This is an optimization exercise on Yosys and OpenROAD, whose aim is small area and a short achievable clock period, not a production implementation.
No run shown here included a check of the RTL's function; only the layout flow was run.
The clock port is modelled as an ideal driver; clocking choices that lean on that would not hold on a real chip.
Power and IR drop assume default switching activity.

## flow/design.v (module list and top-level ports; edited modules follow where they fit)
// module pe_mac: 1445 lines
// module pe_fa: 4 lines
// module pe_ha: 4 lines
module pe_mac #(
  parameter int WA       = 16,
  parameter int WB       = 16,
  parameter int ACCW     = 40,
  parameter int MULT_LAT = 1,
  parameter int ADD_LAT  = 0
) (
  input  logic                    clk,
  input  logic                    rst_n,
  input  logic                    in_valid,
  output logic                    in_ready,
  input  logic signed [WA-1:0]    a_in,
  input  logic signed [WB-1:0]    b_in,
  input  logic signed [ACCW-1:0]  psum_in,
  output logic                    out_valid,
  input  logic                    out_ready,
  output logic signed [WA-1:0]    a_out,
  output logic signed [WB-1:0]    b_out,
  output logic signed [ACCW-1:0]  psum_out
);
  // ...
==> flow/flow/run.sh <==
#!/bin/bash
# Own flow: the standard layout (standard.sh, unchanged synthesis) with
#  - the port buffers made of the smallest buffer cell (buf_1), and
#  - useful skew for the internal M registers (flow/skew.tcl, run as the
#    PRE_CTS_TCL hook: it wraps clock_tree_synthesis and delays the clock of
#    Ms/Mc, which have no path from an input or to an output).
set -euo pipefail
here=$(pwd)
export BUFFER_PORTS_ARGS="-buffer_cell sky130_fd_sc_hd__buf_1"
export PRE_CTS_TCL="$here/flow/skew.tcl"

export SKEW_CELLS="clkbuf_2 clkbuf_4"
export CTS_ARGS="-sink_clustering_enable -repair_clock_nets -buf_list sky130_fd_sc_hd__clkbuf_8 -dont_use_dummy_load"
bash standard.sh > standard.log 2>&1
==> flow/flow/skew.tcl <==
# Useful skew for the register-to-register paths A,B -> M -> S: the clock of
# the M registers (Ms, Mc), whose D and Q pins connect only to other
# registers through logic, is delayed by a chain of clock buffers after CTS,
# so the multiply stage borrows time from the accumulate stage.
rename clock_tree_synthesis my_cts_orig
proc clock_tree_synthesis {args} {
  my_cts_orig {*}$args
  # buffer cells of the delay chain, from the tree's leaf net to the registers
  set cells [expr {[info exists ::env(SKEW_CELLS)] ? $::env(SKEW_CELLS) : "clkbuf_2 clkbuf_4"}]
  set groups [dict create]
  foreach inst [get_cells -quiet {Ms[* Mc[*}] {
    set pin [get_pins -of_objects $inst -filter "name==CLK"]
    set net [get_nets -of_objects $pin]
    dict lappend groups [get_full_name $net] [list $pin [sta::sta_to_db_inst $inst]]
  }
  set block [ord::get_db_block]
  set k 0
  dict for {netname items} $groups {
    set xs 0; set ys 0; set pins {}
    foreach it $items {
      lappend pins [lindex $it 0]
      set bb [[lindex $it 1] getBBox]
      set xs [expr {$xs + (([$bb xMin] + [$bb xMax]) / 2)}]; set ys [expr {$ys + (([$bb yMin] + [$bb yMax]) / 2)}]
    }
    set n [llength $pins]
    set dbu [$block getDbUnitsPerMicron]
    set loc [list [expr {$xs / $n / double($dbu)}] [expr {$ys / $n / double($dbu)}]]
    set cur $netname
    # a stronger last buffer for a large group keeps the clock pin slew low
    set big [expr {[info exists ::env(SKEW_BIG)] ? $::env(SKEW_BIG) : 6}]
    set chain $cells
    if {$n > $big} { set chain [lreplace $chain end end clkbuf_8] }
    set s 0
    foreach cell $chain {
      insert_buffer -buffer_cell sky130_fd_sc_hd__$cell -net $cur -load_pins $pins -location $loc \
        -buffer_name skewbuf_${k}_$s -net_name skewnet_${k}_$s
      incr s
      set cur [get_full_name [get_nets -of_objects [lindex $pins 0]]]
    }
    puts "skew: $n M register clock pins of $netname behind $chain"
    incr k
  }
}
==> flow/standard.sh <==
#!/bin/bash
# synth_recipe.tcl (not shown) runs the flow's synth.tcl, then flattens the netlist and writes it again
# the make line also repeats each setting of config.mk as NAME=value (left out here)
make -C /OpenROAD-flow-scripts/flow DESIGN_CONFIG=/design/flow/config.mk WORK_HOME=/design/flow/orfs CLKGATE_MAP_FILE= SYNTH_SCRIPT=/design/flow/synth_recipe.tcl "${@:-finish}"
==> flow/config.mk <==
export PLATFORM = sky130hd
export DESIGN_NAME = pe_mac
export DESIGN_NICKNAME = pe_mac
export VERILOG_FILES = /design/flow/design.v
export SDC_FILE = /design/flow/constraint.sdc
export NUM_CORES = 4
export LEC_CHECK = 0
export ABC_AREA = 1
export CAP_MARGIN = 20
export CORE_MARGIN = 2
export CORE_UTILIZATION = 68
export CTS_BUF_LIST = sky130_fd_sc_hd__clkbuf_8
export SETUP_SLACK_MARGIN = 3.15
export SLEW_MARGIN = 20
export SYNTH_HIERARCHICAL = 1
export SYNTH_MINIMUM_KEEP_SIZE = 0
export TNS_END_PERCENT = 10
==> flow/constraint.sdc <==
create_clock -name core_clock -period 6.0 [get_ports {clk}]
set_input_delay 1.2000 -clock core_clock [delete_from_list [all_inputs] [get_ports {clk}]]
set_output_delay 1.2000 -clock core_clock [all_outputs]
set_load 0.01 [all_outputs]
==> out/results.tsv, run 1 <==
stage	metric	value	unit
outcome	status	no timing/DRC/antenna violations	
cells_and_area	area_delta_synth_final	15.5	%
clock_network	cts_resized	51	
cells_and_area	seq_area_share	26.0	%
grt	use_met1	48.1	%
cells_and_area	final_cells	1698	
drt	initialDrtViolationCount	814	
cells_and_area	final_cell_mix	nor2_1 (178), dfxtp_1 (151), buf_1 (148)	
drt	wl	30.6	mm
sta	whs	0.236	ns
drt	antenna_violating_nets_post_route	0	
cells_and_area	nFillCells	1132	
synthesis	synth_simple_gate_area_share	12.6	%
critical_path	worstReg2RegEnd	Ms[13]	
cells_and_area	nets	1741	
pwr	pwr-share-seq	31.1	%
grt	grt_use_met2	48.6	%
synthesis	yosys.area.top_type	dfxtp_1	
critical_path	worstPathRequired	6.53	ns
pwr	p_int	3.03	mW
place	dpl_cell_area	12700	µm²
cells_and_area	drive_above_1_share	16.1	%
grt	grt_use_met3	6.04	%
cells_and_area	mostFrequentLayoutCell	nor2_1	
critical_path	cpMaxStageDelayCell	fa_1	
critical_path	r2r_slack	3.13	ns
critical_path	critPathCaptureType	flip-flop	
synthesis	synth_area	12000	µm²
drt	wl_met2	13.5	mm
worst_hold_path	min_path_cells	0	
pwr	pg_comb	2.76	mW
sta	relSlewSlack	49.2	%
critical_path	r2r_start	BO[6]	
worst_hold_path	hold_end	Ms[0]	
critical_path	path_buf_inv	1	
drt	route.detailed.wl_per_inst	18.0	µm
die	die_area	18800	µm²
synthesis	synth_compound_area_share	14.0	%
sta	finalCritPeriodShare	47.8	%
pwr	maxPowerGroup	combinational logic	
run	max_cap_viol_count	0	
pwr	p_sw	2.18	mW
cells_and_area	final_cell_area	13900	µm²
==> run 2, diff against run 1 <==
--- a/flow/design.v
+++ b/flow/design.v
@@ -592,17 +592,17 @@
   logic fs110;
   logic fc110;
   logic fs111;
   logic fc111;
   logic hs112;
   logic hc112;
   assign bo0 = BO[0];
   assign bt0 = ~BO[0] & (BN[0] ^ 1'b0);
-  assign bn0 = BN[0] & (BO[0] | ~1'b0);
+  assign bn0 = BN[0] & (bo0 | bt0);
   assign ax0_0 = A[0] ^ BN[0];
   assign ax0_1 = A[1] ^ BN[0];
   assign ax0_2 = A[2] ^ BN[0];
   assign ax0_3 = A[3] ^ BN[0];
   assign ax0_4 = A[4] ^ BN[0];
   assign ax0_5 = A[5] ^ BN[0];
   assign ax0_6 = A[6] ^ BN[0];
   assign ax0_7 = A[7] ^ BN[0];
@@ -629,17 +629,17 @@
   assign pp0_12 = (bo0 & ax0_12) | (bt0 & ax0_11);
   assign pp0_13 = (bo0 & ax0_13) | (bt0 & ax0_12);
   assign pp0_14 = (bo0 & ax0_14) | (bt0 & ax0_13);
   assign pp0_15 = (bo0 & ax0_15) | (bt0 & ax0_14);
   assign pp0_16 = (bo0 & ax0_15) | (bt0 & ax0_15);
   assign ns0 = ~pp0_16;
   assign bo1 = BO[1];
   assign bt1 = ~BO[1] & (BN[1] ^ BN[0]);
-  assign bn1 = BN[1] & (BO[1] | ~BN[0]);
+  assign bn1 = BN[1] & (bo1 | bt1);
   assign ax1_0 = A[0] ^ BN[1];
   assign ax1_1 = A[1] ^ BN[1];
   assign ax1_2 = A[2] ^ BN[1];
   assign ax1_3 = A[3] ^ BN[1];
   assign ax1_4 = A[4] ^ BN[1];
   assign ax1_5 = A[5] ^ BN[1];
   assign ax1_6 = A[6] ^ BN[1];
   assign ax1_7 = A[7] ^ BN[1];
@@ -666,17 +666,17 @@
   assign pp1_12 = (bo1 & ax1_12) | (bt1 & ax1_11);
   assign pp1_13 = (bo1 & ax1_13) | (bt1 & ax1_12);
   assign pp1_14 = (bo1 & ax1_14) | (bt1 & ax1_13);
   assign pp1_15 = (bo1 & ax1_15) | (bt1 & ax1_14);
   assign pp1_16 = (bo1 & ax1_15) | (bt1 & ax1_15);
   assign ns1 = ~pp1_16;
   assign bo2 = BO[2];
   assign bt2 = ~BO[2] & (BN[2] ^ BN[1]);
-  assign bn2 = BN[2] & (BO[2] | ~BN[1]);
+  assign bn2 = BN[2] & (bo2 | bt2);
   assign ax2_0 = A[0] ^ BN[2];
   assign ax2_1 = A[1] ^ BN[2];
   assign ax2_2 = A[2] ^ BN[2];
   assign ax2_3 = A[3] ^ BN[2];
   assign ax2_4 = A[4] ^ BN[2];
   assign ax2_5 = A[5] ^ BN[2];
   assign ax2_6 = A[6] ^ BN[2];
   assign ax2_7 = A[7] ^ BN[2];
@@ -703,17 +703,17 @@
   assign pp2_12 = (bo2 & ax2_12) | (bt2 & ax2_11);
   assign pp2_13 = (bo2 & ax2_13) | (bt2 & ax2_12);
   assign pp2_14 = (bo2 & ax2_14) | (bt2 & ax2_13);
   assign pp2_15 = (bo2 & ax2_15) | (bt2 & ax2_14);
   assign pp2_16 = (bo2 & ax2_15) | (bt2 & ax2_15);
   assign ns2 = ~pp2_16;
   assign bo3 = BO[3];
   assign bt3 = ~BO[3] & (BN[3] ^ BN[2]);
-  assign bn3 = BN[3] & (BO[3] | ~BN[2]);
+  assign bn3 = BN[3] & (bo3 | bt3);
   assign ax3_0 = A[0] ^ BN[3];
   assign ax3_1 = A[1] ^ BN[3];
   assign ax3_2 = A[2] ^ BN[3];
   assign ax3_3 = A[3] ^ BN[3];
   assign ax3_4 = A[4] ^ BN[3];
   assign ax3_5 = A[5] ^ BN[3];
   assign ax3_6 = A[6] ^ BN[3];
   assign ax3_7 = A[7] ^ BN[3];
@@ -740,17 +740,17 @@
   assign pp3_12 = (bo3 & ax3_12) | (bt3 & ax3_11);
   assign pp3_13 = (bo3 & ax3_13) | (bt3 & ax3_12);
   assign pp3_14 = (bo3 & ax3_14) | (bt3 & ax3_13);
   assign pp3_15 = (bo3 & ax3_15) | (bt3 & ax3_14);
   assign pp3_16 = (bo3 & ax3_15) | (bt3 & ax3_15);
   assign ns3 = ~pp3_16;
   assign bo4 = BO[4];
   assign bt4 = ~BO[4] & (BN[4] ^ BN[3]);
-  assign bn4 = BN[4] & (BO[4] | ~BN[3]);
+  assign bn4 = BN[4] & (bo4 | bt4);
   assign ax4_0 = A[0] ^ BN[4];
   assign ax4_1 = A[1] ^ BN[4];
   assign ax4_2 = A[2] ^ BN[4];
   assign ax4_3 = A[3] ^ BN[4];
   assign ax4_4 = A[4] ^ BN[4];
   assign ax4_5 = A[5] ^ BN[4];
   assign ax4_6 = A[6] ^ BN[4];
   assign ax4_7 = A[7] ^ BN[4];
@@ -777,17 +777,17 @@
   assign pp4_12 = (bo4 & ax4_12) | (bt4 & ax4_11);
   assign pp4_13 = (bo4 & ax4_13) | (bt4 & ax4_12);
   assign pp4_14 = (bo4 & ax4_14) | (bt4 & ax4_13);
   assign pp4_15 = (bo4 & ax4_15) | (bt4 & ax4_14);
   assign pp4_16 = (bo4 & ax4_15) | (bt4 & ax4_15);
   assign ns4 = ~pp4_16;
   assign bo5 = BO[5];
   assign bt5 = ~BO[5] & (BN[5] ^ BN[4]);
-  assign bn5 = BN[5] & (BO[5] | ~BN[4]);
+  assign bn5 = BN[5] & (bo5 | bt5);
   assign ax5_0 = A[0] ^ BN[5];
   assign ax5_1 = A[1] ^ BN[5];
   assign ax5_2 = A[2] ^ BN[5];
   assign ax5_3 = A[3] ^ BN[5];
   assign ax5_4 = A[4] ^ BN[5];
   assign ax5_5 = A[5] ^ BN[5];
   assign ax5_6 = A[6] ^ BN[5];
   assign ax5_7 = A[7] ^ BN[5];
@@ -814,17 +814,17 @@
   assign pp5_12 = (bo5 & ax5_12) | (bt5 & ax5_11);
   assign pp5_13 = (bo5 & ax5_13) | (bt5 & ax5_12);
   assign pp5_14 = (bo5 & ax5_14) | (bt5 & ax5_13);
   assign pp5_15 = (bo5 & ax5_15) | (bt5 & ax5_14);
   assign pp5_16 = (bo5 & ax5_15) | (bt5 & ax5_15);
   assign ns5 = ~pp5_16;
   assign bo6 = BO[6];
   assign bt6 = ~BO[6] & (BN[6] ^ BN[5]);
-  assign bn6 = BN[6] & (BO[6] | ~BN[5]);
+  assign bn6 = BN[6] & (bo6 | bt6);
   assign ax6_0 = A[0] ^ BN[6];
   assign ax6_1 = A[1] ^ BN[6];
   assign ax6_2 = A[2] ^ BN[6];
   assign ax6_3 = A[3] ^ BN[6];
   assign ax6_4 = A[4] ^ BN[6];
   assign ax6_5 = A[5] ^ BN[6];
   assign ax6_6 = A[6] ^ BN[6];
   assign ax6_7 = A[7] ^ BN[6];
@@ -851,17 +851,17 @@
   assign pp6_12 = (bo6 & ax6_12) | (bt6 & ax6_11);
   assign pp6_13 = (bo6 & ax6_13) | (bt6 & ax6_12);
   assign pp6_14 = (bo6 & ax6_14) | (bt6 & ax6_13);
   assign pp6_15 = (bo6 & ax6_15) | (bt6 & ax6_14);
   assign pp6_16 = (bo6 & ax6_15) | (bt6 & ax6_15);
   assign ns6 = ~pp6_16;
   assign bo7 = BO[7];
   assign bt7 = ~BO[7] & (BN[7] ^ BN[6]);
-  assign bn7 = BN[7] & (BO[7] | ~BN[6]);
+  assign bn7 = BN[7] & (bo7 | bt7);
   assign ax7_0 = A[0] ^ BN[7];
   assign ax7_1 = A[1] ^ BN[7];
   assign ax7_2 = A[2] ^ BN[7];
   assign ax7_3 = A[3] ^ BN[7];
   assign ax7_4 = A[4] ^ BN[7];
   assign ax7_5 = A[5] ^ BN[7];
   assign ax7_6 = A[6] ^ BN[7];
   assign ax7_7 = A[7] ^ BN[7];
@@ -1083,19 +1083,22 @@
   always_ff @(posedge clk) rq <= ~rst_n;
   assign sclr = ~rst_n | rq;
   logic [31:0] cs_s, cs_c;
   assign cs_s = P[31:0] ^ Ms ^ Mc;
   assign cs_c = (P[31:0] & Ms) | (P[31:0] & Mc) | (Ms & Mc);
   logic [39:0] xx, yy, sum;
   assign xx = {P[39:32], P[31], cs_s[30:0]};
   assign yy = {{8{P[31]}}, cs_c[30:0], 1'b0};
-  logic [39:0] a_g0, a_p0;
-  assign a_g0 = xx & yy;
-  assign a_p0 = xx ^ yy;
+  logic        c32;
+  logic [31:0] lo;
+  logic [7:0]  hi, an, orr, tk;
+  logic [31:0] a_g0, a_p0;
+  assign a_g0 = xx[31:0] & yy[31:0];
+  assign a_p0 = xx[31:0] ^ yy[31:0];
   logic a_G0, a_P0;
   assign a_G0 = a_g0[1] | (a_p0[1] & a_g0[0]);
   assign a_P0 = a_p0[1] & a_p0[0];
   logic a_G1, a_P1;
   assign a_G1 = a_g0[3] | (a_p0[3] & a_g0[2]);
   assign a_P1 = a_p0[3] & a_p0[2];
   logic a_G2, a_P2;
   assign a_G2 = a_g0[5] | (a_p0[5] & a_g0[4]);
@@ -1135,309 +1138,251 @@
   assign a_P13 = a_p0[27] & a_p0[26];
   logic a_G14, a_P14;
   assign a_G14 = a_g0[29] | (a_p0[29] & a_g0[28]);
   assign a_P14 = a_p0[29] & a_p0[28];
   logic a_G15, a_P15;
   assign a_G15 = a_g0[31] | (a_p0[31] & a_g0[30]);
   assign a_P15 = a_p0[31] & a_p0[30];
   logic a_G16, a_P16;
-  assign a_G16 = a_g0[33] | (a_p0[33] & a_g0[32]);
-  assign a_P16 = a_p0[33] & a_p0[32];
+  assign a_G16 = a_g0[2] | (a_p0[2] & a_G0);
+  assign a_P16 = a_p0[2] & a_P0;
   logic a_G17, a_P17;
-  assign a_G17 = a_g0[35] | (a_p0[35] & a_g0[34]);
-  assign a_P17 = a_p0[35] & a_p0[34];
+  assign a_G17 = a_G1 | (a_P1 & a_G0);
+  assign a_P17 = a_P1 & a_P0;
   logic a_G18, a_P18;
-  assign a_G18 = a_g0[37] | (a_p0[37] & a_g0[36]);
-  assign a_P18 = a_p0[37] & a_p0[36];
+  assign a_G18 = a_g0[6] | (a_p0[6] & a_G2);
+  assign a_P18 = a_p0[6] & a_P2;
   logic a_G19, a_P19;
-  assign a_G19 = a_g0[39] | (a_p0[39] & a_g0[38]);
-  assign a_P19 = a_p0[39] & a_p0[38];
+  assign a_G19 = a_G3 | (a_P3 & a_G2);
+  assign a_P19 = a_P3 & a_P2;
   logic a_G20, a_P20;
-  assign a_G20 = a_g0[2] | (a_p0[2] & a_G0);
-  assign a_P20 = a_p0[2] & a_P0;
+  assign a_G20 = a_g0[10] | (a_p0[10] & a_G4);
+  assign a_P20 = a_p0[10] & a_P4;
   logic a_G21, a_P21;
-  assign a_G21 = a_G1 | (a_P1 & a_G0);
-  assign a_P21 = a_P1 & a_P0;
+  assign a_G21 = a_G5 | (a_P5 & a_G4);
+  assign a_P21 = a_P5 & a_P4;
   logic a_G22, a_P22;
-  assign a_G22 = a_g0[6] | (a_p0[6] & a_G2);
-  assign a_P22 = a_p0[6] & a_P2;
+  assign a_G22 = a_g0[14] | (a_p0[14] & a_G6);
+  assign a_P22 = a_p0[14] & a_P6;
   logic a_G23, a_P23;
-  assign a_G23 = a_G3 | (a_P3 & a_G2);
-  assign a_P23 = a_P3 & a_P2;
+  assign a_G23 = a_G7 | (a_P7 & a_G6);
+  assign a_P23 = a_P7 & a_P6;
   logic a_G24, a_P24;
-  assign a_G24 = a_g0[10] | (a_p0[10] & a_G4);
-  assign a_P24 = a_p0[10] & a_P4;
+  assign a_G24 = a_g0[18] | (a_p0[18] & a_G8);
+  assign a_P24 = a_p0[18] & a_P8;
   logic a_G25, a_P25;
-  assign a_G25 = a_G5 | (a_P5 & a_G4);
-  assign a_P25 = a_P5 & a_P4;
+  assign a_G25 = a_G9 | (a_P9 & a_G8);
+  assign a_P25 = a_P9 & a_P8;
   logic a_G26, a_P26;
-  assign a_G26 = a_g0[14] | (a_p0[14] & a_G6);
-  assign a_P26 = a_p0[14] & a_P6;
+  assign a_G26 = a_g0[22] | (a_p0[22] & a_G10);
+  assign a_P26 = a_p0[22] & a_P10;
   logic a_G27, a_P27;
-  assign a_G27 = a_G7 | (a_P7 & a_G6);
-  assign a_P27 = a_P7 & a_P6;
+  assign a_G27 = a_G11 | (a_P11 & a_G10);
+  assign a_P27 = a_P11 & a_P10;
   logic a_G28, a_P28;
-  assign a_G28 = a_g0[18] | (a_p0[18] & a_G8);
-  assign a_P28 = a_p0[18] & a_P8;
+  assign a_G28 = a_g0[26] | (a_p0[26] & a_G12);
+  assign a_P28 = a_p0[26] & a_P12;
   logic a_G29, a_P29;
-  assign a_G29 = a_G9 | (a_P9 & a_G8);
-  assign a_P29 = a_P9 & a_P8;
+  assign a_G29 = a_G13 | (a_P13 & a_G12);
+  assign a_P29 = a_P13 & a_P12;
   logic a_G30, a_P30;
-  assign a_G30 = a_g0[22] | (a_p0[22] & a_G10);
-  assign a_P30 = a_p0[22] & a_P10;
+  assign a_G30 = a_g0[30] | (a_p0[30] & a_G14);
+  assign a_P30 = a_p0[30] & a_P14;
   logic a_G31, a_P31;
-  assign a_G31 = a_G11 | (a_P11 & a_G10);
-  assign a_P31 = a_P11 & a_P10;
+  assign a_G31 = a_G15 | (a_P15 & a_G14);
+  assign a_P31 = a_P15 & a_P14;
   logic a_G32, a_P32;
-  assign a_G32 = a_g0[26] | (a_p0[26] & a_G12);
-  assign a_P32 = a_p0[26] & a_P12;
+  assign a_G32 = a_g0[4] | (a_p0[4] & a_G17);
+  assign a_P32 = a_p0[4] & a_P17;
   logic a_G33, a_P33;
-  assign a_G33 = a_G13 | (a_P13 & a_G12);
-  assign a_P33 = a_P13 & a_P12;
+  assign a_G33 = a_G2 | (a_P2 & a_G17);
+  assign a_P33 = a_P2 & a_P17;
   logic a_G34, a_P34;
-  assign a_G34 = a_g0[30] | (a_p0[30] & a_G14);
-  assign a_P34 = a_p0[30] & a_P14;
+  assign a_G34 = a_G18 | (a_P18 & a_G17);
+  assign a_P34 = a_P18 & a_P17;
   logic a_G35, a_P35;
-  assign a_G35 = a_G15 | (a_P15 & a_G14);
-  assign a_P35 = a_P15 & a_P14;
+  assign a_G35 = a_G19 | (a_P19 & a_G17);
+  assign a_P35 = a_P19 & a_P17;
   logic a_G36, a_P36;
-  assign a_G36 = a_g0[34] | (a_p0[34] & a_G16);
-  assign a_P36 = a_p0[34] & a_P16;
+  assign a_G36 = a_g0[12] | (a_p0[12] & a_G21);
+  assign a_P36 = a_p0[12] & a_P21;
   logic a_G37, a_P37;
-  assign a_G37 = a_G17 | (a_P17 & a_G16);
-  assign a_P37 = a_P17 & a_P16;
+  assign a_G37 = a_G6 | (a_P6 & a_G21);
+  assign a_P37 = a_P6 & a_P21;
   logic a_G38, a_P38;
-  assign a_G38 = a_g0[38] | (a_p0[38] & a_G18);
-  assign a_P38 = a_p0[38] & a_P18;
+  assign a_G38 = a_G22 | (a_P22 & a_G21);
+  assign a_P38 = a_P22 & a_P21;
   logic a_G39, a_P39;
-  assign a_G39 = a_G19 | (a_P19 & a_G18);
-  assign a_P39 = a_P19 & a_P18;
+  assign a_G39 = a_G23 | (a_P23 & a_G21);
+  assign a_P39 = a_P23 & a_P21;
   logic a_G40, a_P40;
-  assign a_G40 = a_g0[4] | (a_p0[4] & a_G21);
-  assign a_P40 = a_p0[4] & a_P21;
+  assign a_G40 = a_g0[20] | (a_p0[20] & a_G25);
+  assign a_P40 = a_p0[20] & a_P25;
   logic a_G41, a_P41;
-  assign a_G41 = a_G2 | (a_P2 & a_G21);
-  assign a_P41 = a_P2 & a_P21;
+  assign a_G41 = a_G10 | (a_P10 & a_G25);
+  assign a_P41 = a_P10 & a_P25;
   logic a_G42, a_P42;
-  assign a_G42 = a_G22 | (a_P22 & a_G21);
-  assign a_P42 = a_P22 & a_P21;
+  assign a_G42 = a_G26 | (a_P26 & a_G25);
+  assign a_P42 = a_P26 & a_P25;
   logic a_G43, a_P43;
-  assign a_G43 = a_G23 | (a_P23 & a_G21);
-  assign a_P43 = a_P23 & a_P21;
+  assign a_G43 = a_G27 | (a_P27 & a_G25);
+  assign a_P43 = a_P27 & a_P25;
   logic a_G44, a_P44;
-  assign a_G44 = a_g0[12] | (a_p0[12] & a_G25);
-  assign a_P44 = a_p0[12] & a_P25;
+  assign a_G44 = a_g0[28] | (a_p0[28] & a_G29);
+  assign a_P44 = a_p0[28] & a_P29;
   logic a_G45, a_P45;
-  assign a_G45 = a_G6 | (a_P6 & a_G25);
-  assign a_P45 = a_P6 & a_P25;
+  assign a_G45 = a_G14 | (a_P14 & a_G29);
+  assign a_P45 = a_P14 & a_P29;
   logic a_G46, a_P46;
-  assign a_G46 = a_G26 | (a_P26 & a_G25);
-  assign a_P46 = a_P26 & a_P25;
+  assign a_G46 = a_G30 | (a_P30 & a_G29);
+  assign a_P46 = a_P30 & a_P29;
   logic a_G47, a_P47;
-  assign a_G47 = a_G27 | (a_P27 & a_G25);
-  assign a_P47 = a_P27 & a_P25;
+  assign a_G47 = a_G31 | (a_P31 & a_G29);
+  assign a_P47 = a_P31 & a_P29;
   logic a_G48, a_P48;
-  assign a_G48 = a_g0[20] | (a_p0[20] & a_G29);
-  assign a_P48 = a_p0[20] & a_P29;
+  assign a_G48 = a_g0[8] | (a_p0[8] & a_G35);
+  assign a_P48 = a_p0[8] & a_P35;
   logic a_G49, a_P49;
-  assign a_G49 = a_G10 | (a_P10 & a_G29);
-  assign a_P49 = a_P10 & a_P29;
+  assign a_G49 = a_G4 | (a_P4 & a_G35);
+  assign a_P49 = a_P4 & a_P35;
   logic a_G50, a_P50;
-  assign a_G50 = a_G30 | (a_P30 & a_G29);
-  assign a_P50 = a_P30 & a_P29;
+  assign a_G50 = a_G20 | (a_P20 & a_G35);
+  assign a_P50 = a_P20 & a_P35;
   logic a_G51, a_P51;
-  assign a_G51 = a_G31 | (a_P31 & a_G29);
-  assign a_P51 = a_P31 & a_P29;
+  assign a_G51 = a_G21 | (a_P21 & a_G35);
+  assign a_P51 = a_P21 & a_P35;
   logic a_G52, a_P52;
-  assign a_G52 = a_g0[28] | (a_p0[28] & a_G33);
-  assign a_P52 = a_p0[28] & a_P33;
+  assign a_G52 = a_G36 | (a_P36 & a_G35);
+  assign a_P52 = a_P36 & a_P35;
   logic a_G53, a_P53;
-  assign a_G53 = a_G14 | (a_P14 & a_G33);
-  assign a_P53 = a_P14 & a_P33;
+  assign a_G53 = a_G37 | (a_P37 & a_G35);
+  assign a_P53 = a_P37 & a_P35;
   logic a_G54, a_P54;
-  assign a_G54 = a_G34 | (a_P34 & a_G33);
-  assign a_P54 = a_P34 & a_P33;
+  assign a_G54 = a_G38 | (a_P38 & a_G35);
+  assign a_P54 = a_P38 & a_P35;
   logic a_G55, a_P55;
-  assign a_G55 = a_G35 | (a_P35 & a_G33);
-  assign a_P55 = a_P35 & a_P33;
+  assign a_G55 = a_G39 | (a_P39 & a_G35);
+  assign a_P55 = a_P39 & a_P35;
   logic a_G56, a_P56;
-  assign a_G56 = a_g0[36] | (a_p0[36] & a_G37);
-  assign a_P56 = a_p0[36] & a_P37;
+  assign a_G56 = a_g0[24] | (a_p0[24] & a_G43);
+  assign a_P56 = a_p0[24] & a_P43;
   logic a_G57, a_P57;
-  assign a_G57 = a_G18 | (a_P18 & a_G37);
-  assign a_P57 = a_P18 & a_P37;
+  assign a_G57 = a_G12 | (a_P12 & a_G43);
+  assign a_P57 = a_P12 & a_P43;
   logic a_G58, a_P58;
-  assign a_G58 = a_G38 | (a_P38 & a_G37);
-  assign a_P58 = a_P38 & a_P37;
+  assign a_G58 = a_G28 | (a_P28 & a_G43);
+  assign a_P58 = a_P28 & a_P43;
   logic a_G59, a_P59;
-  assign a_G59 = a_G39 | (a_P39 & a_G37);
-  assign a_P59 = a_P39 & a_P37;
+  assign a_G59 = a_G29 | (a_P29 & a_G43);
+  assign a_P59 = a_P29 & a_P43;
   logic a_G60, a_P60;
-  assign a_G60 = a_g0[8] | (a_p0[8] & a_G43);
-  assign a_P60 = a_p0[8] & a_P43;
+  assign a_G60 = a_G44 | (a_P44 & a_G43);
+  assign a_P60 = a_P44 & a_P43;
   logic a_G61, a_P61;
-  assign a_G61 = a_G4 | (a_P4 & a_G43);
-  assign a_P61 = a_P4 & a_P43;
+  assign a_G61 = a_G45 | (a_P45 & a_G43);
+  assign a_P61 = a_P45 & a_P43;
   logic a_G62, a_P62;
-  assign a_G62 = a_G24 | (a_P24 & a_G43);
-  assign a_P62 = a_P24 & a_P43;
+  assign a_G62 = a_G46 | (a_P46 & a_G43);
+  assign a_P62 = a_P46 & a_P43;
   logic a_G63, a_P63;
-  assign a_G63 = a_G25 | (a_P25 & a_G43);
-  assign a_P63 = a_P25 & a_P43;
+  assign a_G63 = a_G47 | (a_P47 & a_G43);
+  assign a_P63 = a_P47 & a_P43;
   logic a_G64, a_P64;
-  assign a_G64 = a_G44 | (a_P44 & a_G43);
-  assign a_P64 = a_P44 & a_P43;
+  assign a_G64 = a_g0[16] | (a_p0[16] & a_G55);
+  assign a_P64 = a_p0[16] & a_P55;
   logic a_G65, a_P65;
-  assign a_G65 = a_G45 | (a_P45 & a_G43);
-  assign a_P65 = a_P45 & a_P43;
+  assign a_G65 = a_G8 | (a_P8 & a_G55);
+  assign a_P65 = a_P8 & a_P55;
   logic a_G66, a_P66;
-  assign a_G66 = a_G46 | (a_P46 & a_G43);
-  assign a_P66 = a_P46 & a_P43;
+  assign a_G66 = a_G24 | (a_P24 & a_G55);
+  assign a_P66 = a_P24 & a_P55;
   logic a_G67, a_P67;
-  assign a_G67 = a_G47 | (a_P47 & a_G43);
-  assign a_P67 = a_P47 & a_P43;
+  assign a_G67 = a_G25 | (a_P25 & a_G55);
+  assign a_P67 = a_P25 & a_P55;
   logic a_G68, a_P68;
-  assign a_G68 = a_g0[24] | (a_p0[24] & a_G51);
-  assign a_P68 = a_p0[24] & a_P51;
+  assign a_G68 = a_G40 | (a_P40 & a_G55);
+  assign a_P68 = a_P40 & a_P55;
   logic a_G69, a_P69;
-  assign a_G69 = a_G12 | (a_P12 & a_G51);
-  assign a_P69 = a_P12 & a_P51;
+  assign a_G69 = a_G41 | (a_P41 & a_G55);
+  assign a_P69 = a_P41 & a_P55;
   logic a_G70, a_P70;
-  assign a_G70 = a_G32 | (a_P32 & a_G51);
-  assign a_P70 = a_P32 & a_P51;
+  assign a_G70 = a_G42 | (a_P42 & a_G55);
+  assign a_P70 = a_P42 & a_P55;
   logic a_G71, a_P71;
-  assign a_G71 = a_G33 | (a_P33 & a_G51);
-  assign a_P71 = a_P33 & a_P51;
+  assign a_G71 = a_G43 | (a_P43 & a_G55);
+  assign a_P71 = a_P43 & a_P55;
   logic a_G72, a_P72;
-  assign a_G72 = a_G52 | (a_P52 & a_G51);
-  assign a_P72 = a_P52 & a_P51;
+  assign a_G72 = a_G56 | (a_P56 & a_G55);
+  assign a_P72 = a_P56 & a_P55;
   logic a_G73, a_P73;
-  assign a_G73 = a_G53 | (a_P53 & a_G51);
-  assign a_P73 = a_P53 & a_P51;
+  assign a_G73 = a_G57 | (a_P57 & a_G55);
+  assign a_P73 = a_P57 & a_P55;
   logic a_G74, a_P74;
-  assign a_G74 = a_G54 | (a_P54 & a_G51);
-  assign a_P74 = a_P54 & a_P51;
+  assign a_G74 = a_G58 | (a_P58 & a_G55);
+  assign a_P74 = a_P58 & a_P55;
   logic a_G75, a_P75;
-  assign a_G75 = a_G55 | (a_P55 & a_G51);
-  assign a_P75 = a_P55 & a_P51;
+  assign a_G75 = a_G59 | (a_P59 & a_G55);
+  assign a_P75 = a_P59 & a_P55;
   logic a_G76, a_P76;
-  assign a_G76 = a_g0[16] | (a_p0[16] & a_G67);
-  assign a_P76 = a_p0[16] & a_P67;
+  assign a_G76 = a_G60 | (a_P60 & a_G55);
+  assign a_P76 = a_P60 & a_P55;
   logic a_G77, a_P77;
-  assign a_G77 = a_G8 | (a_P8 & a_G67);
-  assign a_P77 = a_P8 & a_P67;
+  assign a_G77 = a_G61 | (a_P61 & a_G55);
+  assign a_P77 = a_P61 & a_P55;
   logic a_G78, a_P78;
-  assign a_G78 = a_G28 | (a_P28 & a_G67);
-  assign a_P78 = a_P28 & a_P67;
+  assign a_G78 = a_G62 | (a_P62 & a_G55);
+  assign a_P78 = a_P62 & a_P55;
   logic a_G79, a_P79;
-  assign a_G79 = a_G29 | (a_P29 & a_G67);
-  assign a_P79 = a_P29 & a_P67;
-  logic a_G80, a_P80;
-  assign a_G80 = a_G48 | (a_P48 & a_G67);
-  assign a_P80 = a_P48 & a_P67;
-  logic a_G81, a_P81;
-  assign a_G81 = a_G49 | (a_P49 & a_G67);
-  assign a_P81 = a_P49 & a_P67;
-  logic a_G82, a_P82;
-  assign a_G82 = a_G50 | (a_P50 & a_G67);
-  assign a_P82 = a_P50 & a_P67;
-  logic a_G83, a_P83;
-  assign a_G83 = a_G51 | (a_P51 & a_G67);
-  assign a_P83 = a_P51 & a_P67;
-  logic a_G84, a_P84;
-  assign a_G84 = a_G68 | (a_P68 & a_G67);
-  assign a_P84 = a_P68 & a_P67;
-  logic a_G85, a_P85;
-  assign a_G85 = a_G69 | (a_P69 & a_G67);
-  assign a_P85 = a_P69 & a_P67;
-  logic a_G86, a_P86;
-  assign a_G86 = a_G70 | (a_P70 & a_G67);
-  assign a_P86 = a_P70 & a_P67;
-  logic a_G87, a_P87;
-  assign a_G87 = a_G71 | (a_P71 & a_G67);
-  assign a_P87 = a_P71 & a_P67;
-  logic a_G88, a_P88;
-  assign a_G88 = a_G72 | (a_P72 & a_G67);
-  assign a_P88 = a_P72 & a_P67;
-  logic a_G89, a_P89;
-  assign a_G89 = a_G73 | (a_P73 & a_G67);
-  assign a_P89 = a_P73 & a_P67;
-  logic a_G90, a_P90;
-  assign a_G90 = a_G74 | (a_P74 & a_G67);
-  assign a_P90 = a_P74 & a_P67;
-  logic a_G91, a_P91;
-  assign a_G91 = a_G75 | (a_P75 & a_G67);
-  assign a_P91 = a_P75 & a_P67;
-  logic a_G92, a_P92;
-  assign a_G92 = a_g0[32] | (a_p0[32] & a_G91);
-  assign a_P92 = a_p0[32] & a_P91;
-  logic a_G93, a_P93;
-  assign a_G93 = a_G16 | (a_P16 & a_G91);
-  assign a_P93 = a_P16 & a_P91;
-  logic a_G94, a_P94;
-  assign a_G94 = a_G36 | (a_P36 & a_G91);
-  assign a_P94 = a_P36 & a_P91;
-  logic a_G95, a_P95;
-  assign a_G95 = a_G37 | (a_P37 & a_G91);
-  assign a_P95 = a_P37 & a_P91;
-  logic a_G96, a_P96;
-  assign a_G96 = a_G56 | (a_P56 & a_G91);
-  assign a_P96 = a_P56 & a_P91;
-  logic a_G97, a_P97;
-  assign a_G97 = a_G57 | (a_P57 & a_G91);
-  assign a_P97 = a_P57 & a_P91;
-  logic a_G98, a_P98;
-  assign a_G98 = a_G58 | (a_P58 & a_G91);
-  assign a_P98 = a_P58 & a_P91;
-  logic a_G99, a_P99;
-  assign a_G99 = a_G59 | (a_P59 & a_G91);
-  assign a_P99 = a_P59 & a_P91;
-  logic [39:0] a_cc;
+  assign a_G79 = a_G63 | (a_P63 & a_G55);
+  assign a_P79 = a_P63 & a_P55;
+  logic [31:0] a_cc;
   assign a_cc[0] = 1'b0;
   assign a_cc[1] = a_g0[0];
   assign a_cc[2] = a_G0;
-  assign a_cc[3] = a_G20;
-  assign a_cc[4] = a_G21;
-  assign a_cc[5] = a_G40;
-  assign a_cc[6] = a_G41;
-  assign a_cc[7] = a_G42;
-  assign a_cc[8] = a_G43;
-  assign a_cc[9] = a_G60;
-  assign a_cc[10] = a_G61;
-  assign a_cc[11] = a_G62;
-  assign a_cc[12] = a_G63;
-  assign a_cc[13] = a_G64;
-  assign a_cc[14] = a_G65;
-  assign a_cc[15] = a_G66;
-  assign a_cc[16] = a_G67;
-  assign a_cc[17] = a_G76;
-  assign a_cc[18] = a_G77;
-  assign a_cc[19] = a_G78;
-  assign a_cc[20] = a_G79;
-  assign a_cc[21] = a_G80;
-  assign a_cc[22] = a_G81;
-  assign a_cc[23] = a_G82;
-  assign a_cc[24] = a_G83;
-  assign a_cc[25] = a_G84;
-  assign a_cc[26] = a_G85;
-  assign a_cc[27] = a_G86;
-  assign a_cc[28] = a_G87;
-  assign a_cc[29] = a_G88;
-  assign a_cc[30] = a_G89;
-  assign a_cc[31] = a_G90;
-  assign a_cc[32] = a_G91;
-  assign a_cc[33] = a_G92;
-  assign a_cc[34] = a_G93;
-  assign a_cc[35] = a_G94;
-  assign a_cc[36] = a_G95;
-  assign a_cc[37] = a_G96;
-  assign a_cc[38] = a_G97;
-  assign a_cc[39] = a_G98;
-  assign sum = a_p0 ^ a_cc;
+  assign a_cc[3] = a_G16;
+  assign a_cc[4] = a_G17;
+  assign a_cc[5] = a_G32;
+  assign a_cc[6] = a_G33;
+  assign a_cc[7] = a_G34;
+  assign a_cc[8] = a_G35;
+  assign a_cc[9] = a_G48;
+  assign a_cc[10] = a_G49;
+  assign a_cc[11] = a_G50;
+  assign a_cc[12] = a_G51;
+  assign a_cc[13] = a_G52;
+  assign a_cc[14] = a_G53;
+  assign a_cc[15] = a_G54;
+  assign a_cc[16] = a_G55;
+  assign a_cc[17] = a_G64;
+  assign a_cc[18] = a_G65;
+  assign a_cc[19] = a_G66;
+  assign a_cc[20] = a_G67;
+  assign a_cc[21] = a_G68;
+  assign a_cc[22] = a_G69;
+  assign a_cc[23] = a_G70;
+  assign a_cc[24] = a_G71;
+  assign a_cc[25] = a_G72;
+  assign a_cc[26] = a_G73;
+  assign a_cc[27] = a_G74;
+  assign a_cc[28] = a_G75;
+  assign a_cc[29] = a_G76;
+  assign a_cc[30] = a_G77;
+  assign a_cc[31] = a_G78;
+  assign lo = a_p0 ^ a_cc;
+  assign c32 = a_G79;
+  assign an[0]  = 1'b1;
+  assign orr[0] = 1'b0;
+  for (genvar k = 1; k < 8; k++) begin : g_hi
+    assign an[k]  = an[k-1] & P[31+k];
+    assign orr[k] = orr[k-1] | P[31+k];
+  end
+  assign tk  = c32 ? ({8{~P[31]}} & an) : ({8{P[31]}} & ~orr);
+  assign hi  = P[39:32] ^ tk;
+  assign sum = {hi, lo};
   always_ff @(posedge clk) begin
     S <= sum & {40{~sclr}};
     if (!rst_n) V <= '0;
     else        V <= {V[2:0], acc};
   end
   assign a_out     = A;
   assign b_out     = B;
   assign psum_out  = S;
==> out/results.tsv, run 2 <==
stage	metric	value	unit	change
synthesis	synth_edf_count	0		
drt	drcViolationCount	0		
clock_network	clkLatencyLatePin	0.70	ns	
sta	period_needed	2.86	ns	
drt	avgViaCountPerCell	5.81		
synthesis	synth_area	11800	µm²	-1.7%
synthesis	ys_ff_latch	178		
place	dpl.hpwl	22.2	mm	
place	place_ws	1.91	ns	
drt	wl	32.1	mm	+4.9%
die	die_area	18500	µm²	-1.7%
cells_and_area	reg_top3	P (40), S (40), Ms (31)		
critical_path	critPathArrivalTime	3.43	ns	
die	core	17200	µm²	
critical_path	cpMaxStageDelayCell	fa_1		
critical_path	worstPathRequired	6.56	ns	+0.03 ns
grt	grt_pass1_wl	49.5	mm	
sta	whs	0.311	ns	+0.0745 ns
cells_and_area	drive_above_1_share	14.1	%	-2.0 points
critical_path	path_class	reg -> reg		
grt	track_usage	35.1	%	
critical_path	max_stage_delay	0.51	ns	
clock_network	cts_buffers	17		
synthesis	synthArstFlopShare	0	%	
cells_and_area	final_cells	1707		+0.53%
critical_path	path_max_fanout	18		
synthesis	avgSynthCellArea	9.04	µm²	
clock_network	cts_tree	done		
drt	antenna_violating_nets_post_route	0		unchanged
synthesis	synth_common_cells	dfxtp_1 (178), nor2_1 (161), xnor2_1 (133), fa_1 (123), o22ai_1 (120)		
die	pin_count	150		
drt	drt_first_pass_iters	6		
cells_and_area	nets	1735		-0.34%
worst_hold_path	hp-class	reg -> reg		
sta	relSlewSlack	39.6	%	-9.6 points
synthesis	synth_ff_type	dfxtp_1		
critical_path	critPathCaptureType	flip-flop		
synthesis	yosys.area.top_type	dfxtp_1		
sta	finClkSkew	0.282	ns	
cells_and_area	antenna_cells	0		
pwr	p_per_area	366	nW/µm²	
synthesis	yosys.cell_types.count	40		
grt	grt_max_degree	76		
sta	finalCritPeriodShare	47.7	%	-0.13 points
grt	antenna_found_initial	0		
die	dieHeight	136	µm	
die	start_util	68.9	%	
sta	fmax	349	MHz	
die	die_x	136	µm	
run	max_cap_viol_count	0		unchanged
synthesis	syn_inst	1310		
grt	grt_pass1_vias	9562		
cells_and_area	final_cell_mix	nor2_1 (160), dfxtp_1 (155), buf_1 (148)		
die	num_rows	48		
synthesis	seq_area_frac_synth	30.1	%	
critical_path	crit_chain	clkinv_2 -> a21oi_1 -> fa_1 -> fa_1 -> fa_1 -> fa_1		
clock_network	cts.clk_slew.worst_paths	0.08	ns	
place	placed_cells	1616		
drt	route.detailed.wl_per_inst	18.8	µm	+4.4%
place	place_congestion	0.923		
sta	tightest_slew	0.906	ns	
outcome	status	no timing/DRC/antenna violations		
synthesis	syn_nets	1561		
synthesis	yosys_warnings	7		
cells_and_area	area_delta_synth_final	15.2	%	
sta	drv_slew	0		
pwr	p_leak	5.72	nW	
sta	setup-violations-final	0		
critical_path	path_buf_inv	1		unchanged
critical_path	path_common_cell	fa_1		
sta	rsz0062_at_grt	yes		
cells_and_area	mostFrequentLayoutCell	nor2_1		
synthesis	synth_top_area_share	30.1	%	
synthesis	synthTopCellsByArea	dfxtp_1 (30%), fa_1 (21%), xnor2_1 (9.8%)		
grt	gr-total-overflow	0		
sta	hold_viol	0		
place	io_buffer_count	149		
synthesis	yosysMostFrequentCell	dfxtp_1		
sta	setup_slack	3.14	ns	
critical_path	crit_path_start_kind	flip-flop		
pwr	peakVddDrop	269	µV	
drt	vias	9921		
critical_path	cp_top_family	adder cells		
clock_network	clock-sinks	178		
sta	setup_tns	0	ns	
drt	initialDrtViolationCount	813		-0.12%
==> run 2: cell types whose count changed in the layout (fill, tap and decap cells not counted), moves of 5 or more <==
cell	previous run	this run
nand2_1	78	105
nor2_1	178	160
nand2_2	20	7
a21oi_1	55	65
ha_4	14	4
nand3_1	19	28
xor2_1	4	13
dfxtp_2	19	12
inv_1	86	79
o22ai_1	102	108
buf_4	48	53
o22ai_2	17	12
==> run 2: modules after synthesis (local to each module, per instance) <==
module,area (µm²),flip-flops and latches,cells,copies in the design
pe_mac,9830,178,1203,1
pe_fa,20.0,0,1,89
pe_ha,12.5,0,1,18
==> run 2: cell families (layout without fill, tap and decap cells) <==
logic type	count (synthesis)	after routing	synth area share, %
adders and majority gates	175	175	26.3
DFF	178	178	30.1
buffers and inverters	177	348	6.17
AOI/OAI and AO/OA	299	300	14.6
xor gates and xnor gates	146	146	10.8
and+or+nand+nor	335	335	12.0
==> run 2: power by group <==
part / internal, mW / switching [mW]
Clock: 0.433 / 0.466
Combinational: 0.996 / 1.49
Sequential: 1.44 / 0.170
Total: 2.87 / 2.12
==> run 2: what timing repair did <==
item / CTS / global route
pin swaps: 8 / 13
setup endpoints to repair: 49 / 41
setup buffers: 26 / 20
cloned: 1 / 1
resized for setup: 46 / 36
hold buffers: 0 / 0
endpoints found under the hold margin: 0 / 0
==> run 2: path summary, 6_finish.rpt <==
kind / to / start / cells past startpoint / slack [ns]
setup reg to reg: Ms[13] / BO[6] / 6 / 3.14
hold reg to reg: Ms[2] / BN[1] / 2 / 0.31
setup / recovery: Ms[13] / BO[6] / 6 / 3.14
hold / removal: Ms[2] / BN[1] / 2 / 0.31
==> run 2: per-layer routing <==
layer  share of wire [%]  wire length, µm  up-vias  global-route usage (%)
met5                   0                0        -                       0
met4                 2.3              723        0                    10.3
met3                 8.8             2810       57                    9.28
met2                  46            14800      493                    55.2
met1                  43            13800     4699                    48.2
li1                    -                -     4672                       -
==> run 2: per-stage QoR <==
step / area [µm²] / power [mW] / util [%]
final: 13600 / 4.99 / 79.4
after global routing: 13600 / 5.39 / 79.4
after CTS: 13300 / 4.89 / 77.6
after detailed placement: 12500 / 3.91 / 73.1
after global placement: 12500 / 3.80 / 73.1
after floorplan: 12100 / 3.38 / -
==> run 2: worst register-to-register path: cells and delay by family (launching register included) <==
| family | cells | cell delay (ns) |
|---|---|---|
| buffers and inverters | 1 | 0.33 |
| flip-flops | 1 | 0.47 |
| AO/OA/AOI/OAI | 1 | 0.39 |
| adder cells (fa/ha/maj) | 4 | 1.79 |
==> run 2: cell type report, clock buffers not listed <==
cell class | count | area (µm²)
well taps | 225 | 282
flip-flops and latches | 178 | 3620
multi-input cells | 956 | 7860
inverters | 99 | 423
repair buffers | 206 | 1030
fillers | 1152 | 3540
==> run 3, diff against run 2 <==
--- a/flow/flow/run.sh
+++ b/flow/flow/run.sh
@@ -10,5 +10,5 @@
 export PRE_CTS_TCL="$here/flow/skew.tcl"
 
-export SKEW_CELLS="clkbuf_2 clkbuf_4"
+export SKEW_CELLS="clkdlybuf4s25_1 clkbuf_4"
 export CTS_ARGS="-sink_clustering_enable -repair_clock_nets -buf_list sky130_fd_sc_hd__clkbuf_8 -dont_use_dummy_load"
 bash standard.sh > standard.log 2>&1
--- a/flow/config.mk
+++ b/flow/config.mk
@@ -11,5 +11,5 @@
 export CORE_UTILIZATION = 68
 export CTS_BUF_LIST = sky130_fd_sc_hd__clkbuf_8
-export SETUP_SLACK_MARGIN = 3.15
+export SETUP_SLACK_MARGIN = 3.25
 export SLEW_MARGIN = 20
 export SYNTH_HIERARCHICAL = 1
==> out/results.tsv, run 3 <==
stage	metric	value	unit	change
outcome	status	no timing/DRC/antenna violations		
drt	wl	32.9	mm	+2.3%
sta	rsz0062_at_grt	yes		
synthesis	yosys.area.top_type	dfxtp_1		
pwr	peakVddDrop	288	µV	+6.7%
clock_network	clock-sinks	178		unchanged
cells_and_area	nets	1717		-1.0%
sta	finalCritPeriodShare	48.4	%	+0.67 points
sta	fmax	345	MHz	-1.4%
drt	vias	10100		+1.4%
cells_and_area	multi_input_area	8090	µm²	+2.9%
synthesis	seq_area_frac_synth	30.1	%	unchanged
cells_and_area	mostFrequentLayoutCell	nor2_1		
cells_and_area	nFillCells	1110		-3.6%
critical_path	critPathArrivalTime	3.20	ns	-0.23 ns
die	core	17200	µm²	unchanged
synthesis	synth_ff_type	dfxtp_1		
grt	grt_pass1_vias	9550		-0.13%
critical_path	max_stage_delay	0.51	ns	about the same
critical_path	crit_path_start_kind	flip-flop		
cells_and_area	area_delta_synth_final	16.2	%	
worst_hold_path	hp-class	reg -> reg		
place	dpl.hpwl	22.2	mm	unchanged
critical_path	path_class	reg -> reg		
grt	track_usage	34.8	%	-0.33 points
pwr	power_frac_comb	52.5	%	+2.7 points
cells_and_area	reg_top3	P (40), S (40), Ms (31)		
critical_path	r2r.worst_path.cells	11		+5
cells_and_area	final_util	80.1	%	+0.71 points
die	num_rows	48		unchanged
drt	avgViaCountPerCell	5.96		+2.5%
synthesis	synth_common_cells	dfxtp_1 (178), nor2_1 (161), xnor2_1 (133), fa_1 (123), o22ai_1 (120)		
synthesis	yosys_warnings	7		unchanged
critical_path	path_common_cell	nand2_4		
clock_network	clkLatencyLatePin	0.87	ns	+0.17 ns
pwr	pwr-share-seq	29.8	%	-2.4 points
cells_and_area	seqCellArea	3610	µm²	-0.28%
grt	grt_max_degree	76		unchanged
synthesis	ys_ff_latch	178		unchanged
pwr	p_sw	2.30	mW	+8.4%
clock_network	cts_tree	done		
pwr	clockPowerShare	17.7	%	-0.3 points
pwr	sw_frac_of_total	42.2	%	-0.33 points
synthesis	synth_top_area_share	30.1	%	unchanged
critical_path	critPathCaptureType	flip-flop		
grt	antenna_found_initial	0		unchanged
critical_path	crit_chain	fa_1 -> ha_4 -> nand2_2 -> nor2_2 -> nand3_2 -> nand2_4 -> nand2_4 -> nand2_8 -> inv_2 -> fa_2 -> nor2_1		
pwr	p_int	3.15	mW	+9.9%
die	die_area	18500	µm²	unchanged
cells_and_area	antenna_cells	0		unchanged
critical_path	worstPathRequired	6.30	ns	-0.26 ns
cells_and_area	drive_above_1_share	14.5	%	+0.38 points
sta	setup-violations-final	0		unchanged
drt	drt_first_pass_iters	7		+1
die	start_util	68.9	%	unchanged
synthesis	synthArstFlopShare	0	%	unchanged
drt	route.detailed.wl_per_inst	19.5	µm	+3.4%
sta	period_needed	2.90	ns	+0.0399 ns
synthesis	synthTopCellsByArea	dfxtp_1 (30%), fa_1 (21%), xnor2_1 (9.8%)		
place	io_buffer_count	149		unchanged
synthesis	synth_edf_count	0		unchanged
synthesis	synth_area	11800	µm²	unchanged
critical_path	path_max_fanout	4		-14
die	pin_count	150		unchanged
synthesis	yosys.cell_types.count	40		unchanged
pwr	p_leak	5.61	nW	-2.0%
synthesis	syn_inst	1310		unchanged
run	max_cap_viol_count	0		unchanged
clock_network	ctsHoldBuffers	0		unchanged
critical_path	cpMaxStageDelayCell	fa_2		
synthesis	yosysMostFrequentCell	dfxtp_1		
sta	finClkSkew	0.461	ns	+0.179 ns
sta	drv_slew	0		unchanged
die	dieHeight	136	µm	unchanged
worst_hold_path	min_path_cells	2		unchanged
grt	gr-total-overflow	0		unchanged
critical_path	path_buf_inv	1		unchanged
drt	antenna_violating_nets_post_route	0		unchanged
drt	initialDrtViolationCount	877		+7.9%
die	die_x	136	µm	unchanged
grt	grt_pass1_wl	49.1	mm	-0.77%
sta	relSlewSlack	39.1	%	-0.43 points
sta	tightest_slew	0.912	ns	+0.00648 ns
synthesis	syn_nets	1561		unchanged
drt	drcViolationCount	0		unchanged
cells_and_area	final_cell_mix	nor2_1 (156), dfxtp_1 (153), buf_1 (148)		
clock_network	cts.clk_slew.worst_paths	0.08	ns	about the same
sta	setup_tns	0	ns	unchanged
clock_network	cts_buffers	17		unchanged
synthesis	avgSynthCellArea	9.04	µm²	unchanged
sta	hold_viol	0		unchanged
pwr	p_per_area	396	nW/µm²	+8.3%
critical_path	cp_top_family	adder cells		
place	place_congestion	0.923		unchanged
critical_path	cp_num_cells	11		+5
[run 3: final timing paths]
path                               to  startpoint  slack, ns
worst max-delay path            S[16]       Mc[7]       3.10
worst min-delay path            Ms[2]       BN[1]       0.22
worst max register to register  S[16]       Mc[7]       3.10
worst min register to register  Ms[2]       BN[1]       0.22
[run 3: worst register-to-register path, stage by stage, from the launching register on]
cell     delay, ns
dfxtp_2       0.33
fa_1          0.50
ha_4          0.32
nand2_2       0.06
nor2_2        0.12
nand3_2       0.09
nand2_4       0.12
nand2_4       0.08
nand2_8       0.12
inv_2         0.05
fa_2          0.51
nor2_1        0.05
[run 3: Yosys stat by module, one instance, submodules excluded]
module	cells	area (µm²)	flip-flops and latches	copies in the design
pe_mac	1203	9830	178	1
pe_fa	1	20.0	0	89
pe_ha	1	12.5	0	18
[run 3: layout make-up, clock buffers not listed]
cell class	instances	area share, %
Inverter	99	2.97
Multi-Input combinational cell	955	58.8
Sequential cell	178	26.2
Tap cell	225	2.05
Timing Repair Buffer	189	6.46
[run 3: power groups by stage]
stage	combinational, mW	sequential (mW)	clock [mW]
after floorplan	1.77	1.60	0
after global placement	2.16	1.65	0
after detailed placement	2.26	1.65	0
after CTS	2.40	1.62	0.970
after global routing	3.17	1.65	1.03
final	2.86	1.62	0.966
[run 3: what timing repair did]
action                                  CTS  global route
gates resized for setup                  48            59
endpoints found under the setup margin   68            49
setup buffers                            21             9
endpoints found under the hold margin     0             0
pin swaps                                16            25
[run 3: metal layers]
layer | global-route usage (%) | wire length, µm | vias to the layer above
met5 | 0 | 0 | -
met4 | 9.72 | 623 | 0
met3 | 9.32 | 2910 | 62
met2 | 54.9 | 15300 | 549
met1 | 47.7 | 14000 | 4830
li1 | - | - | 4622
[run 3: metrics by stage]
stage | cell area (µm²) | power, mW | setup WS (ns) | std cells | hold WS [ns]
finish | 13800 | 5.45 | 3.10 | 1689 | 0.216
global route | 13800 | 5.84 | 2.96 | 1689 | 0.211
CTS | 13400 | 4.99 | 3.15 | 1680 | 0.179
detailed placement | 12500 | 3.91 | 1.91 | 1616 | 0.408
global placement | 12500 | 3.80 | 2.04 | 1616 | 0.395
floorplan | 12100 | 3.38 | 3.03 | 1310 | 0.390
[run 3: cells by family (layout without fill, tap and decap cells)]
| group | after synthesis | count (layout) | synth area share [%] |
|---|---|---|---|
| and+or+nand+nor | 335 | 335 | 12.0 |
| AOI/OAI and AO/OA | 299 | 299 | 14.6 |
| xor gates and xnor gates | 146 | 146 | 10.8 |
| buffers and inverters | 177 | 331 | 6.17 |
| DFF | 178 | 178 | 30.1 |
| adders and majority gates | 175 | 175 | 26.3 |

## afterwards: timing with drivers on the ports
In the flow no input, the clock included, has a driving cell. The finished layouts below were timed again as built, in two steps. Step 1 assumes that a clkbuf_16 drives the clock port and a buf_2 every other input. Step 2, shift: input delay + t, output delay - t, t = (earliest + latest rising clock arrival at the registers) / 2. This alone moves slack from input paths to output paths. Three values: no drivers, after step 1, after step 2; two values: the first two.
run | shift t [ns] | setup slack, ns | clock arrival spread, ns | worst slew at a driven data input, ns
run 1 | 0.602 | 3.131 / 3.124 / 2.650 | 0.303 / 0.302 | 0.04
run 2 | 0.596 | 3.138 / 3.138 / 2.798 | 0.283 / 0.283 | 0.05
run 3 | 0.679 | 3.098 / 3.098 / 2.682 | 0.461 / 0.462 | 0.05
In run 1 and run 3 the clock reaches the registers at very different times; t lies between them, and the last value is a rough guide only. For run 1, which loses most, drivers alone change the setup slack by -0.007 ns; drivers and shift together by -0.481 ns.
